Context: an optimization exercise on an open-source flow, tuned for small area, a short achievable clock period and few clock cycles. The choices shown serve that exercise and are no tape-out recipe. Function was not checked in any run shown here: the RTL went through the layout flow alone. Power figures rest on the tool's default switching activity, not on a simulated workload.

==> design/flow/design.v <==
module mest_pro_ctrlr(
    input  clk,
    input  i_reset_n,
    input  i_start,
    input  i_redirect,
    input  i_halt,
    output o_start,
    output reg o_run,
    output reg o_issue,
    output reg o_all_done
);
reg  halted;
wire start = i_start & ~o_run & ~halted & ~o_all_done;
assign o_start = start;
always @(posedge clk or negedge i_reset_n)
begin
    if (~i_reset_n) begin
        o_run      <= 1'b0;
        o_issue    <= 1'b0;
        halted     <= 1'b0;
        o_all_done <= 1'b0;
    end else begin
        o_run      <= start | (o_run & ~i_halt);
        o_issue    <= start | (o_run & ~i_halt & ~i_redirect);
        halted     <= i_halt;
        o_all_done <= halted;
    end
end
endmodule
module mest_pro_fetch(
    input  clk,
    input  i_reset_n,
    input  i_run,
    input  i_start,
    input  i_halt,
    input  i_jmp,
    input  i_ret,
    input  [7:0] i_const_K,
    output [15:0] o_prog_counter
);
reg [15:0] pc;
reg [15:0] ret_pc;
wire [15:0] pc_inc = pc + 16'd1;
always @(posedge clk or negedge i_reset_n)
begin
    if (~i_reset_n) begin
        pc     <= 16'd0;
        ret_pc <= 16'd0;
    end else begin
        if (i_jmp)
            ret_pc <= pc;
        if (~i_run)
            pc <= {15'd0, i_start};
        else if (i_jmp)
            pc <= {8'd0, i_const_K};
        else if (i_ret)
            pc <= ret_pc;
        else if (i_halt)
            pc <= 16'd0;
        else
            pc <= pc_inc;
    end
end
assign o_prog_counter = pc;
endmodule
module mest_pro_decode(
    input  clk,
    input  i_reset_n,
    input  i_issue,
    input  [27:0] i_instr,
    output reg o_valid,
    output reg [7:0] o_a,
    output reg [3:0] o_one,
    output reg [3:0] o_two,
    output reg [3:0] o_neg,
    output reg o_b7,
    output reg [8:0] o_y,
    output reg o_cin
);
wire [3:0] op = i_instr[27:24];
wire [7:0] a  = i_instr[15:8];
wire [7:0] b  = i_instr[7:0];
wire       mul = (op == 4'd2);
wire [8:0] bx = {b, 1'b0};
reg [7:0] x;
reg [8:0] y;
always @(*)
begin
    x = 8'd0;
    y = 9'd0;
    case (op)
    4'd0: begin x = a; y = {1'b0, b}; end
    4'd1: begin x = a; y = ~{1'b0, b}; end
    4'd2: x = a;
    4'd3: x = a & b;
    4'd4: x = a | b;
    4'd5: x = {1'b0, a[7:1]};
    4'd6: begin x = {a[6:0], 1'b0}; y = {a[7], 8'd0}; end
    4'd7: begin x = ~a; y = {1'b1, 8'd0}; end
    default: ;
    endcase
end
reg [3:0] one, two, neg;
integer i;
always @(*)
begin
    for (i = 0; i < 4; i = i + 1) begin
        one[i] = bx[2*i+1] ^ bx[2*i];
        two[i] = (bx[2*i+2] & ~bx[2*i+1] & ~bx[2*i]) | (~bx[2*i+2] & bx[2*i+1] & bx[2*i]);
        neg[i] = bx[2*i+2];
    end
end
always @(posedge clk or negedge i_reset_n)
begin
    if (~i_reset_n)
        o_valid <= 1'b0;
    else
        o_valid <= i_issue;
end
always @(posedge clk)
begin
    o_a   <= x;
    o_one <= mul ? one : 4'b0001;
    o_two <= mul ? two : 4'b0000;
    o_neg <= mul ? neg : 4'b0000;
    o_b7  <= mul & b[7];
    o_y   <= y;
    o_cin <= (op == 4'd1);
end
endmodule
module mest_pro_exec(
    input  clk,
    input  i_reset_n,
    input  i_valid,
    input  [7:0] i_a,
    input  [3:0] i_one,
    input  [3:0] i_two,
    input  [3:0] i_neg,
    input  i_b7,
    input  [8:0] i_y,
    input  i_cin,
    output reg o_valid_result,
    output reg [7:0] o_result,
    output reg o_carry,
    output reg o_zero_flag
);
wire p_1 = i_neg[2] ^ i_y[4];
wire p_2 = i_neg[2] & i_y[4];
wire p_3 = i_y[5] ^ (((i_one[0] & i_a[5]) | (i_two[0] & i_a[4])) ^ i_neg[0]);
wire p_4 = i_y[5] & (((i_one[0] & i_a[5]) | (i_two[0] & i_a[4])) ^ i_neg[0]);
wire p_5 = i_neg[3] ^ i_y[6] ^ (((i_one[0] & i_a[6]) | (i_two[0] & i_a[5])) ^ i_neg[0]);
wire p_6 = (i_neg[3] & i_y[6]) | ((((i_one[0] & i_a[6]) | (i_two[0] & i_a[5])) ^ i_neg[0]) & (i_neg[3] ^ i_y[6]));
wire p_7 = (((i_one[1] & i_a[4]) | (i_two[1] & i_a[3])) ^ i_neg[1]) ^ (((i_one[2] & i_a[2]) | (i_two[2] & i_a[1])) ^ i_neg[2]);
wire p_8 = (((i_one[1] & i_a[4]) | (i_two[1] & i_a[3])) ^ i_neg[1]) & (((i_one[2] & i_a[2]) | (i_two[2] & i_a[1])) ^ i_neg[2]);
wire p_9 = i_y[7] ^ (((i_one[0] & i_a[7]) | (i_two[0] & i_a[6])) ^ i_neg[0]) ^ (((i_one[1] & i_a[5]) | (i_two[1] & i_a[4])) ^ i_neg[1]);
wire p_10 = (i_y[7] & (((i_one[0] & i_a[7]) | (i_two[0] & i_a[6])) ^ i_neg[0])) | ((((i_one[1] & i_a[5]) | (i_two[1] & i_a[4])) ^ i_neg[1]) & (i_y[7] ^ (((i_one[0] & i_a[7]) | (i_two[0] & i_a[6])) ^ i_neg[0])));
wire p_11 = (((i_one[2] & i_a[3]) | (i_two[2] & i_a[2])) ^ i_neg[2]) ^ (((i_one[3] & i_a[1]) | (i_two[3] & i_a[0])) ^ i_neg[3]);
wire p_12 = (((i_one[2] & i_a[3]) | (i_two[2] & i_a[2])) ^ i_neg[2]) & (((i_one[3] & i_a[1]) | (i_two[3] & i_a[0])) ^ i_neg[3]);
wire p_13 = i_y[8] ^ (i_a[0] & i_b7) ^ (((i_two[0] & i_a[7])) ^ i_neg[0]);
wire p_14 = (i_y[8] & (i_a[0] & i_b7)) | ((((i_two[0] & i_a[7])) ^ i_neg[0]) & (i_y[8] ^ (i_a[0] & i_b7)));
wire p_15 = (((i_one[1] & i_a[6]) | (i_two[1] & i_a[5])) ^ i_neg[1]) ^ (((i_one[2] & i_a[4]) | (i_two[2] & i_a[3])) ^ i_neg[2]) ^ (((i_one[3] & i_a[2]) | (i_two[3] & i_a[1])) ^ i_neg[3]);
wire p_16 = ((((i_one[1] & i_a[6]) | (i_two[1] & i_a[5])) ^ i_neg[1]) & (((i_one[2] & i_a[4]) | (i_two[2] & i_a[3])) ^ i_neg[2])) | ((((i_one[3] & i_a[2]) | (i_two[3] & i_a[1])) ^ i_neg[3]) & ((((i_one[1] & i_a[6]) | (i_two[1] & i_a[5])) ^ i_neg[1]) ^ (((i_one[2] & i_a[4]) | (i_two[2] & i_a[3])) ^ i_neg[2])));
wire p_17 = i_neg[0] ^ i_y[0];
wire p_18 = i_neg[0] & i_y[0];
wire p_19 = i_neg[1] ^ i_y[2];
wire p_20 = i_neg[1] & i_y[2];
wire p_21 = i_y[3] ^ (((i_one[0] & i_a[3]) | (i_two[0] & i_a[2])) ^ i_neg[0]);
wire p_22 = i_y[3] & (((i_one[0] & i_a[3]) | (i_two[0] & i_a[2])) ^ i_neg[0]);
wire p_23 = p_1 ^ (((i_one[0] & i_a[4]) | (i_two[0] & i_a[3])) ^ i_neg[0]) ^ (((i_one[1] & i_a[2]) | (i_two[1] & i_a[1])) ^ i_neg[1]);
wire p_24 = (p_1 & (((i_one[0] & i_a[4]) | (i_two[0] & i_a[3])) ^ i_neg[0])) | ((((i_one[1] & i_a[2]) | (i_two[1] & i_a[1])) ^ i_neg[1]) & (p_1 ^ (((i_one[0] & i_a[4]) | (i_two[0] & i_a[3])) ^ i_neg[0])));
wire p_25 = p_2 ^ (((i_one[1] & i_a[3]) | (i_two[1] & i_a[2])) ^ i_neg[1]) ^ (((i_one[2] & i_a[1]) | (i_two[2] & i_a[0])) ^ i_neg[2]);
wire p_26 = (p_2 & (((i_one[1] & i_a[3]) | (i_two[1] & i_a[2])) ^ i_neg[1])) | ((((i_one[2] & i_a[1]) | (i_two[2] & i_a[0])) ^ i_neg[2]) & (p_2 ^ (((i_one[1] & i_a[3]) | (i_two[1] & i_a[2])) ^ i_neg[1])));
wire p_27 = (((i_one[3] & i_a[0])) ^ i_neg[3]) ^ p_4 ^ p_7;
wire p_28 = ((((i_one[3] & i_a[0])) ^ i_neg[3]) & p_4) | (p_7 & ((((i_one[3] & i_a[0])) ^ i_neg[3]) ^ p_4));
wire p_29 = p_8 ^ p_11 ^ p_6;
wire p_30 = (p_8 & p_11) | (p_6 & (p_8 ^ p_11));
wire p_31 = p_12 ^ p_10 ^ p_13;
wire p_32 = (p_12 & p_10) | (p_13 & (p_12 ^ p_10));
reg [26:0] q;
reg v1;
always @(posedge clk)
begin
    q[0] <= i_cin;
    q[1] <= (((i_one[0] & i_a[0])) ^ i_neg[0]);
    q[2] <= p_17;
    q[3] <= i_y[1];
    q[4] <= (((i_one[0] & i_a[1]) | (i_two[0] & i_a[0])) ^ i_neg[0]);
    q[5] <= p_18;
    q[6] <= (((i_one[0] & i_a[2]) | (i_two[0] & i_a[1])) ^ i_neg[0]);
    q[7] <= (((i_one[1] & i_a[0])) ^ i_neg[1]);
    q[8] <= p_19;
    q[9] <= (((i_one[1] & i_a[1]) | (i_two[1] & i_a[0])) ^ i_neg[1]);
    q[10] <= p_21;
    q[11] <= p_20;
    q[12] <= (((i_one[2] & i_a[0])) ^ i_neg[2]);
    q[13] <= p_23;
    q[14] <= p_22;
    q[15] <= p_3;
    q[16] <= p_25;
    q[17] <= p_24;
    q[18] <= p_5;
    q[19] <= p_27;
    q[20] <= p_26;
    q[21] <= p_9;
    q[22] <= p_29;
    q[23] <= p_28;
    q[24] <= p_15;
    q[25] <= p_31;
    q[26] <= p_30;
end
wire [8:0] fx, fy;
wire s_1 = q[0] ^ q[1];
wire s_2 = q[0] & q[1];
wire s_3 = q[3] ^ q[4] ^ q[5];
wire s_4 = (q[3] & q[4]) | (q[5] & (q[3] ^ q[4]));
wire s_5 = q[6] ^ q[7] ^ q[8];
wire s_6 = (q[6] & q[7]) | (q[8] & (q[6] ^ q[7]));
wire s_7 = q[9] ^ q[10] ^ q[11];
wire s_8 = (q[9] & q[10]) | (q[11] & (q[9] ^ q[10]));
wire s_9 = q[12] ^ q[13] ^ q[14];
wire s_10 = (q[12] & q[13]) | (q[14] & (q[12] ^ q[13]));
wire s_11 = q[15] ^ q[16] ^ q[17];
wire s_12 = (q[15] & q[16]) | (q[17] & (q[15] ^ q[16]));
wire s_13 = q[18] ^ q[19] ^ q[20];
wire s_14 = (q[18] & q[19]) | (q[20] & (q[18] ^ q[19]));
wire s_15 = q[21] ^ q[22] ^ q[23];
wire s_16 = (q[21] & q[22]) | (q[23] & (q[21] ^ q[22]));
wire s_17 = q[24] ^ q[25] ^ q[26];
wire s_18 = (q[24] & q[25]) | (q[26] & (q[24] ^ q[25]));
assign fx[0] = q[2];
assign fx[1] = s_3;
assign fx[2] = s_5;
assign fx[3] = s_7;
assign fx[4] = s_9;
assign fx[5] = s_11;
assign fx[6] = s_13;
assign fx[7] = s_15;
assign fx[8] = s_17;
assign fy[0] = s_1;
assign fy[1] = s_2;
assign fy[2] = s_4;
assign fy[3] = s_6;
assign fy[4] = s_8;
assign fy[5] = s_10;
assign fy[6] = s_12;
assign fy[7] = s_14;
assign fy[8] = s_16;
wire [8:0] ag = fx & fy;
wire [8:0] ap = fx ^ fy;
wire ag0_1 = ag[1] | (ap[1] & ag[0]);
wire ap0_1 = ap[1] & ap[0];
wire ag0_3 = ag[3] | (ap[3] & ag[2]);
wire ap0_3 = ap[3] & ap[2];
wire ag0_5 = ag[5] | (ap[5] & ag[4]);
wire ap0_5 = ap[5] & ap[4];
wire ag0_7 = ag[7] | (ap[7] & ag[6]);
wire ap0_7 = ap[7] & ap[6];
wire ag1_2 = ag[2] | (ap[2] & ag0_1);
wire ap1_2 = ap[2] & ap0_1;
wire ag1_3 = ag0_3 | (ap0_3 & ag0_1);
wire ap1_3 = ap0_3 & ap0_1;
wire ag1_6 = ag[6] | (ap[6] & ag0_5);
wire ap1_6 = ap[6] & ap0_5;
wire ag1_7 = ag0_7 | (ap0_7 & ag0_5);
wire ap1_7 = ap0_7 & ap0_5;
wire ag2_4 = ag[4] | (ap[4] & ag1_3);
wire ap2_4 = ap[4] & ap1_3;
wire ag2_5 = ag0_5 | (ap0_5 & ag1_3);
wire ap2_5 = ap0_5 & ap1_3;
wire ag2_6 = ag1_6 | (ap1_6 & ag1_3);
wire ap2_6 = ap1_6 & ap1_3;
wire ag2_7 = ag1_7 | (ap1_7 & ag1_3);
wire ap2_7 = ap1_7 & ap1_3;
wire ag3_8 = ag[8] | (ap[8] & ag2_7);
wire ap3_8 = ap[8] & ap2_7;
wire [8:0] r = {ap[8] ^ ag2_7, ap[7] ^ ag2_6, ap[6] ^ ag2_5, ap[5] ^ ag2_4, ap[4] ^ ag1_3, ap[3] ^ ag1_2, ap[2] ^ ag0_1, ap[1] ^ ag[0], ap[0]};
wire       zero = ((fx ^ fy) == {fx[7:0] | fy[7:0], 1'b0});
always @(posedge clk or negedge i_reset_n)
begin
    if (~i_reset_n) begin
        v1             <= 1'b0;
        o_valid_result <= 1'b0;
    end else begin
        v1             <= i_valid;
        o_valid_result <= v1;
    end
end
always @(posedge clk)
begin
    o_result    <= r[7:0];
    o_carry     <= r[8];
    o_zero_flag <= zero;
end
endmodule
module mest_pro#(
    parameter OP_CODE_SIZE     = 4,
    parameter INSTRUCTION_SIZE = OP_CODE_SIZE + 8 + 8 + 8,
    parameter ROM_DEPTH = 65536
)(
    input clk,
    input i_reset_n,
    input i_start,
    output [$clog2(ROM_DEPTH)-1  :0] o_prog_counter,
    input [INSTRUCTION_SIZE-1    :0] i_instruction,
    output [8-1 :0] o_result,
    output o_valid_result,
    output o_carry,
    output o_zero_flag,
    output o_all_done
);
wire       issue;       
wire       run;         
wire       start;
wire [3:0] op   = i_instruction[27:24];
wire       is_jmp  = issue & (op == 4'd8);
wire       is_ret  = issue & (op == 4'd9);
wire       is_halt = issue & (op == 4'd15);
wire       x_b7, x_cin;
wire [7:0] x_a;
wire [3:0] x_one, x_two, x_neg;
wire [8:0] x_y;
wire       x_valid;
mest_pro_ctrlr u_ctrlr(
    .clk        (clk),
    .i_reset_n  (i_reset_n),
    .i_start    (i_start),
    .i_redirect (is_jmp | is_ret),
    .i_halt     (is_halt),
    .o_start    (start),
    .o_run      (run),
    .o_issue    (issue),
    .o_all_done (o_all_done)
);
mest_pro_fetch u_fetch(
    .clk            (clk),
    .i_reset_n      (i_reset_n),
    .i_run          (run),
    .i_start        (start),
    .i_halt         (is_halt),
    .i_jmp          (is_jmp),
    .i_ret          (is_ret),
    .i_const_K      (i_instruction[23:16]),
    .o_prog_counter (o_prog_counter)
);
mest_pro_decode u_decode(
    .clk        (clk),
    .i_reset_n  (i_reset_n),
    .i_issue    (issue),
    .i_instr    (i_instruction),
    .o_valid    (x_valid),
    .o_a        (x_a),
    .o_one      (x_one),
    .o_two      (x_two),
    .o_neg      (x_neg),
    .o_b7       (x_b7),
    .o_y        (x_y),
    .o_cin      (x_cin)
);
mest_pro_exec u_exec(
    .clk            (clk),
    .i_reset_n      (i_reset_n),
    .i_valid        (x_valid),
    .i_a            (x_a),
    .i_one          (x_one),
    .i_two          (x_two),
    .i_neg          (x_neg),
    .i_b7           (x_b7),
    .i_y            (x_y),
    .i_cin          (x_cin),
    .o_valid_result (o_valid_result),
    .o_result       (o_result),
    .o_carry        (o_carry),
    .o_zero_flag    (o_zero_flag)
);
endmodule
==> design/flow/flow/run.sh <==
#!/bin/bash
# Layout: the standard synthesis, then the standard ORFS steps with plain
# buffers (not delay cells) on the ports and free resizing.
set -euo pipefail
bash standard.sh synth > synth.log 2>&1
bash standard.sh BUFFER_PORTS_ARGS="-buffer_cell sky130_fd_sc_hd__buf_1" MATCH_CELL_FOOTPRINT=0 finish > layout.log 2>&1
==> design/flow/standard.sh <==
#!/bin/bash
# synth_recipe.tcl (not shown) runs the flow's synth.tcl, then flattens the netlist and writes it again
# the make line also repeats each setting of config.mk as NAME=value (left out here)
make -C /OpenROAD-flow-scripts/flow DESIGN_CONFIG=/design/flow/config.mk WORK_HOME=/design/flow/orfs CLKGATE_MAP_FILE= SYNTH_SCRIPT=/design/flow/synth_recipe.tcl "${@:-finish}"
==> design/flow/config.mk <==
export PLATFORM = sky130hd
export DESIGN_NAME = mest_pro
export DESIGN_NICKNAME = mest_pro
export VERILOG_FILES = /design/flow/design.v
export SDC_FILE = /design/flow/constraint.sdc
export NUM_CORES = 4
export LEC_CHECK = 0
export ABC_AREA = 1
export CAP_MARGIN = 20
export CORE_MARGIN = 2
export CORE_UTILIZATION = 60
export CTS_BUF_LIST = sky130_fd_sc_hd__clkbuf_8
export SETUP_SLACK_MARGIN = 2.9
export SLEW_MARGIN = 20
==> design/flow/constraint.sdc <==
create_clock -name core_clock -period 5.0 [get_ports {clk}]
set_input_delay 1.0000 -clock core_clock [delete_from_list [all_inputs] [get_ports {clk}]]
set_output_delay 1.0000 -clock core_clock [all_outputs]
set_load 0.01 [all_outputs]
==> impl_metrics.yaml, run 1 <==
timing:
  fin_crit_ps: 2100
  fin_tns_setup_ps: 0
  fin_crit_sh: 0.420
  hold_viol_final: 0
  fin_skew_ps: 12.1
  rsz0062_at_grt: "true"
  max_freq_ghz: 0.476
  drv_slew: 0
  max_slew_margin: 0.365
  worst_pin_slew_ps: 952
  setup_slack_ps: 2900
  setup_viol: 0
setup_path:
  r2r_end: "u_exec.o_result[5]$_DFF_P_"
  crit_required_ps: 5250
  crit_fanout: 5
  cp-start-kind: "flip-flop"
  timing.rr.start: "u_exec.q[11]$_DFF_P_"
  criticalPathCategory: "flip-flop to flip-flop"
  crit_arrival_ps: 2350
  cp-startpoint: "u_exec.q[11]$_DFF_P_"
  r2r_setup_slack_ps: 2900
  crit_path_end_kind: "flip-flop"
  rr_worst_depth: 8
  crit_end: "u_exec.o_result[5]$_DFF_P_"
placed_design:
  gp_congestion: 0.912
  dp.cells: 804
  dp_hpwl_microns: 8310
  place_ws_ps: 2340
  portBuffers: 58
drt:
  drt-initial-drc-count: 220
  wl_microns: 11100
  dr.pass1.iters: 5
  vias: 4316
  drc: 0
  ant_nets: 0
  vias_per_cell: 5.23
  wl_per_cell_microns: 13.4
layout:
  drive_gt1_frac: 0.0961
  antennaDiodeCount: 0
  syn_to_final_growth_pct: 11.0
  fillerInstances: 722
  fin_util: 0.693
  layout.nets: 786
  layoutNonFillerInstCount: 826
power:
  power.density_mw_per_mm2: 336
  p_leak_uw: 0.00289
  peakVddDrop_mv: 0.176
  power_uw: 2040
logic_synthesis:
  synth_seq_cells: 107
  ys_top_cells_by_count: "156 x nand2_1, 90 x inv_1, 68 x dfxtp_1"
  syn-num-nets: 720
  yosysSeqAreaShare: 0.427
  syn_inst: 648
  synth_ff_type: "dfxtp_1"
  yosysMostFrequentCell: "nand2_1"
  syn-cell-area_sq_mm: 0.00547
  postSynthAreaPerCell_sq_um: 8.45
  yosysWarningCount: 4
  synth_top_cell_by_area: "dfxtp_1"
  synthTopCellsByArea: "dfxtp_1 25%, dfrtp_1 18%, nand2_1 11%"
  synth_edf_count: 0
  yosysTopAreaCellShare: 0.249
  synthDistinctLibCells: 38
  synth-async-reset-ratio: 0.364
clocking:
  clkLatencyLatePin_ps: 360
  clock_sinks: 107
  htreeDepth: 3
  cts_tree: "yes"
  clk_pin_slew_ps: 90
  cts_hold_repair.buffers: 0
  cts-root-buf: "clkbuf_8"
  cts_buffers: 9
  clockBufferDepth: 2
floorplanning:
  die_area_sq_mm: 0.00990
  row_count: 34
  core_sq_mm: 0.00876
  fp.dieW_microns: 99.5
  ios: 59
  initial_core_util: 0.625
  die_h_microns: 99.5
grt:
  grt.total_usage: 0.238
  grt_antenna_before_repair: 0
  grt_pass1_wl_microns: 18800
  grt_start_max_net_pins: 40
  overflow: 0
  grt_pass1_vias: 4082
run:
  drv_cap: 0
outcome:
  status: "finished clean"
min_path:
  hold_path_class: "flip-flop to flip-flop"
  holdCritStartpoint: "u_decode.o_cin$_DFF_P_"
kinds of logic after synthesis:
family,count (synthesis),share of synthesized area
simple gates,254,0.206
fa+ha+maj,41,0.116
flops,107,0.427
buf+inv,108,0.0786
xor+xnor,40,0.0640
compound gates,98,0.108
area by class of cell:
class	count	area (sq um)	area share
Multi-Input combinational cell	433	2750	0.453
Sequential cell	107	2340	0.385
Inverter	98	370	0.0610
Timing Repair Buffer	65	272	0.0447
Tap cell	108	135	0.0222
Clock buffer	9	124	0.0204
Clock inverter	6	82.6	0.0136
state kept, by name, summed over array words and instances, names as in the netlist, 4 cells and up:
signal,flops
u_exec.q,27
u_fetch.pc,16
u_fetch.ret_pc,16
u_decode.o_y,9
u_decode.o_a,8
u_exec.o_result,8
u_decode.o_neg,4
u_decode.o_one,4
u_decode.o_two,4
routing by layer:
layer | global-route usage | vias up | share of wire
met5 | 0 | - | 0
met4 | 0.0653 | 0 | 0.018
met3 | 0.0464 | 20 | 0.048
met2 | 0.377 | 130 | 0.44
met1 | 0.337 | 1987 | 0.49
li1 | - | 2179 | -
cells in the final DEF, fill, tap and decap left out, drive strengths merged, types with 3 or more instances in the layout:
cell type  instances
a21o               3
a21oi             16
buf               64
clkbuf            10
dfrtp             39
dfxtp             68
fa                16
ha                25
inv              100
nand2            160
nand3             31
nand4              3
nor2              51
nor3               3
o211ai            10
o21ai             44
o22ai             17
or2                5
xnor2              8
xor2              32
worst max-delay path, stage by stage (launching register included):
cell,delay [ps]
dfxtp_1,320
inv_1,50
fa_1,550
inv_1,70
ha_4,240
a21oi_2,160
nand2_2,90
fa_2,350
xor2_1,150
worst min-delay path by stage:
stage / end / slack, ps / cells past startpoint
6_report: u_exec.q[0]$_DFF_P_ / 340 / 0
5_1_grt: u_exec.q[3]$_DFF_P_ / 350 / 0
4_1_cts: u_exec.q[0]$_DFF_P_ / 340 / 0
3_5_place_dp: u_exec.q[0]$_DFF_P_ / 320 / 0
3_3_place_gp: u_exec.q[0]$_DFF_P_ / 320 / 0
2_1_floorplan: u_exec.q[0]$_DFF_P_ / 310 / 0
metrics by stage:
step,instance area (sq um),hold WS [ps]
after floorplan,5490,310
after global placement,5780,319
after detailed placement,5780,317
after CTS,6030,339
after global routing,6080,345
final,6080,338
where the power goes:
part,internal [uW],switching (uW),total [uW]
Sequential,962,86.2,1050
Clock,277,279,556
Combinational,165,270,434
Total,1400,635,2040
repair_timing:
| action | CTS | global route |
|---|---|---|
| pin swaps | 3 | 7 |
| endpoints found under the setup margin | 14 | 13 |
| buffers inserted | 3 | 4 |
| resized for setup | 5 | 5 |
==> run 2, diff against run 1 <==
--- a/design/flow/config.mk
+++ b/design/flow/config.mk
@@ -10,5 +10,5 @@
 export CORE_MARGIN = 2
 export CORE_UTILIZATION = 60
 export CTS_BUF_LIST = sky130_fd_sc_hd__clkbuf_8
-export SETUP_SLACK_MARGIN = 2.9
+export SETUP_SLACK_MARGIN = 3.1
 export SLEW_MARGIN = 20
==> run 2 against run 1 <==
  * Design area up 5.4%
  * Register-to-register slack better by 30 ps
  * Clock skew up 3.3 ps
  * Synthesized area did not move
  * Via count grew 3.5%
  * Worst hold slack worse by 11 ps
  * Sequential power about the same
  * Fmax is 1.4% higher
  * Critical endpoint unchanged
  * Highest routed layer unchanged
==> impl_metrics.yaml, run 2 <==
grt:
  overflow: 0
  grt_pass1_vias: 4453
  grt_antenna_before_repair: 0
  grt_start_max_net_pins: 40
  grt.total_usage: 0.252
  grt_pass1_wl_microns: 19900
layout:
  syn_to_final_growth_pct: 17.0
  mostFrequentLayoutCells: "151 x nand2_1, 88 x inv_1, 65 x dfxtp_1, 35 x nor2_1, 35 x buf_1"
  fillerInstances: 696
  layout.nets: 809
  top_regs: "u_exec.q (27), u_fetch.pc (16), u_fetch.ret_pc (16)"
  final_common_cell: "nand2_1"
  largest_reg_flops: 27
  fin_area_sq_mm: 0.00640
  regMostFlops: "u_exec.q"
  drive_gt1_frac: 0.185
  antennaDiodeCount: 0
timing:
  hold_slack_ps: 327
  fin_tns_setup_ps: 0
  fin_skew_ps: 15.4
  setup_viol: 0
  fin_crit_sh: 0.414
  hold_viol_final: 0
  fin_crit_ps: 2070
  rsz0062_at_grt: "true"
  max_freq_ghz: 0.483
  drv_slew: 0
  worst_pin_slew_ps: 874
  max_slew_margin: 0.417
setup_path:
  max_stage_delay_ps: 570
  worst-path-buf-inv: 2
  crit_required_ps: 5270
  path_delay_family: "adder cells"
  crit_arrival_ps: 2340
  crit_fanout: 2
  path_cells: "inv_2, fa_1, inv_2, fa_2, nand3_2, nand2_2, fa_2, xor2_1"
  criticalPathCategory: "flip-flop to flip-flop"
  slowest_stage: "fa_1"
  crit_path_end_kind: "flip-flop"
  cp-start-kind: "flip-flop"
drt:
  vias_per_cell: 5.25
  ant_nets: 0
  vias: 4465
  drt-initial-drc-count: 206
  wl_per_cell_microns: 14.6
  drc: 0
  wl_microns: 12400
  dr.pass1.iters: 5
logic_synthesis:
  yosysWarningCount: 4
  yosysTopAreaCellShare: 0.249
  synth_ff_type: "dfxtp_1"
  ys_top_cells_by_count: "156 x nand2_1, 90 x inv_1, 68 x dfxtp_1"
  synth-async-reset-ratio: 0.364
  synth_top_cell_by_area: "dfxtp_1"
  synth_edf_count: 0
  yosysSeqAreaShare: 0.427
  syn-num-nets: 720
  synthTopCellsByArea: "dfxtp_1 25%, dfrtp_1 18%, nand2_1 11%"
  yosysMostFrequentCell: "nand2_1"
  syn_inst: 648
  syn-cell-area_sq_mm: 0.00547
  synth_seq_cells: 107
  postSynthAreaPerCell_sq_um: 8.45
  synthDistinctLibCells: 38
power:
  power.density_mw_per_mm2: 324
  peakVddDrop_mv: 0.218
  p_leak_uw: 0.00309
clocking:
  cts-root-buf: "clkbuf_8"
  clkLatencyLatePin_ps: 370
  clk_pin_slew_ps: 110
  cts_buffers: 9
  clockBufferDepth: 2
  clock_sinks: 107
  cts_tree: "yes"
  htreeDepth: 3
floorplanning:
  fp.dieW_microns: 99.5
  initial_core_util: 0.625
  ios: 59
  core_sq_mm: 0.00876
  die_h_microns: 99.5
  row_count: 34
  die_area_sq_mm: 0.00990
placed_design:
  dpl_cell_area_sq_mm: 0.00579
  portBuffers: 58
  gp_congestion: 0.880
  dp_hpwl_microns: 8870
min_path:
  hold_path_class: "flip-flop to flip-flop"
outcome:
  status: "finished clean"
run:
  drv_cap: 0
## run 2: where the power goes
| group | leakage [uW] | switching, uW | total [uW] | internal (uW) |
|---|---|---|---|---|
| registers | 0.00107 | 70.1 | 1030 | 963 |
| logic | 0.00192 | 318 | 543 | 225 |
| clock network | 0.0000985 | 310 | 500 | 190 |
## run 2: worst paths after layout
kind,end,slack [ps],depth (start not counted),start
min,u_exec.q[3]$_DFF_P_,330,0,u_decode.o_y[1]$_DFF_P_
min reg2reg,u_exec.q[3]$_DFF_P_,330,0,u_decode.o_y[1]$_DFF_P_
max,u_exec.o_result[5]$_DFF_P_,2930,8,u_exec.q[5]$_DFF_P_
max in group asynchronous,u_fetch.pc[11]$_DFF_PN0_,3650,1,i_reset_n
max reg2reg,u_exec.o_result[5]$_DFF_P_,2930,8,u_exec.q[5]$_DFF_P_
min in group asynchronous,u_fetch.ret_pc[8]$_DFFE_PN0P_,730,1,i_reset_n
## run 2: repair_timing
action / CTS / global route
resized for setup: 35 / 32
hold endpoints to repair: 0 / 0
pin swaps: 8 / 8
hold buffers: 0 / 0
buffers inserted: 20 / 10
setup endpoints to repair: 68 / 54
## run 2: routing by layer
layer,track usage,wire (microns)
met1,0.287,5140
met2,0.461,6490
met3,0.0457,432
met4,0.106,312
met5,0,0
## run 2: worst reg2reg max path, stage by stage, from the launching register on
cell,delay [ps]
dfxtp_2,330
inv_2,40
fa_1,570
inv_2,50
fa_2,360
nand3_2,90
nand2_2,70
fa_2,340
xor2_1,140
## run 2: cell type report
class	instances	area (sq um)	share of cell area
multi-input cells	433	2850	0.445
flip-flops and latches	107	2350	0.367
repair buffers	88	514	0.0803
inverters	98	370	0.0578
well taps	108	135	0.0211
clock buffers	9	124	0.0193
clock inverters	7	60.1	0.00938
## run 2: kinds of logic (layout without fill, tap and decap cells)
kind of cell / after synthesis / after routing / synth area share
adders and majority gates: 41 / 41 / 0.116
and+or+nand+nor: 254 / 254 / 0.206
xor gates and xnor gates: 40 / 40 / 0.0640
AOI/OAI and AO/OA: 98 / 98 / 0.108
buffers and inverters: 108 / 202 / 0.0786
DFF: 107 / 107 / 0.427
## run 2: through the flow
step                      cells  total power [uW]  utilization  setup slack (ps)
after global routing        850              2190        0.731              2880
after detailed placement    804              1490        0.661              2290
after global placement      804              1480        0.661              2460
final                       850              2080        0.731              2930
after CTS                   840              2040        0.711              2920
after floorplan             648              1350            -              2970

==> re-timing with driven ports <==
How much do the figures lean on ideal ports? The routed layouts below were timed once more, with nothing changed but the port constraints. Step 1, drivers: a clkbuf_16 drives clk and a buf_2 each remaining input, both assumed. Step 2 adds t to the input delays and takes it off the output delays; t is the mean of the earliest and latest rising clock arrival at the registers after step 1. Input paths then give back, and output paths get back, about the clock's delay inside the block. a / b / c = ideal ports / drivers / drivers and shift; a / b = the first two.
run | shift t [ns] | setup WS [ns] | slew at the worst register clock pin (ns) | pins driven straight from the clock port
run 1 | 0.391 | 2.899 / 2.899 / 2.686 | 0.10 / 0.10 | 1
run 2 | 0.388 | 2.928 / 2.928 / 2.673 | 0.12 / 0.12 | 1
After both steps setup and hold are still met in every run listed. The setup slack of run 2, which loses most, moves by 0.000 ns with the drivers and by -0.255 ns with both steps.
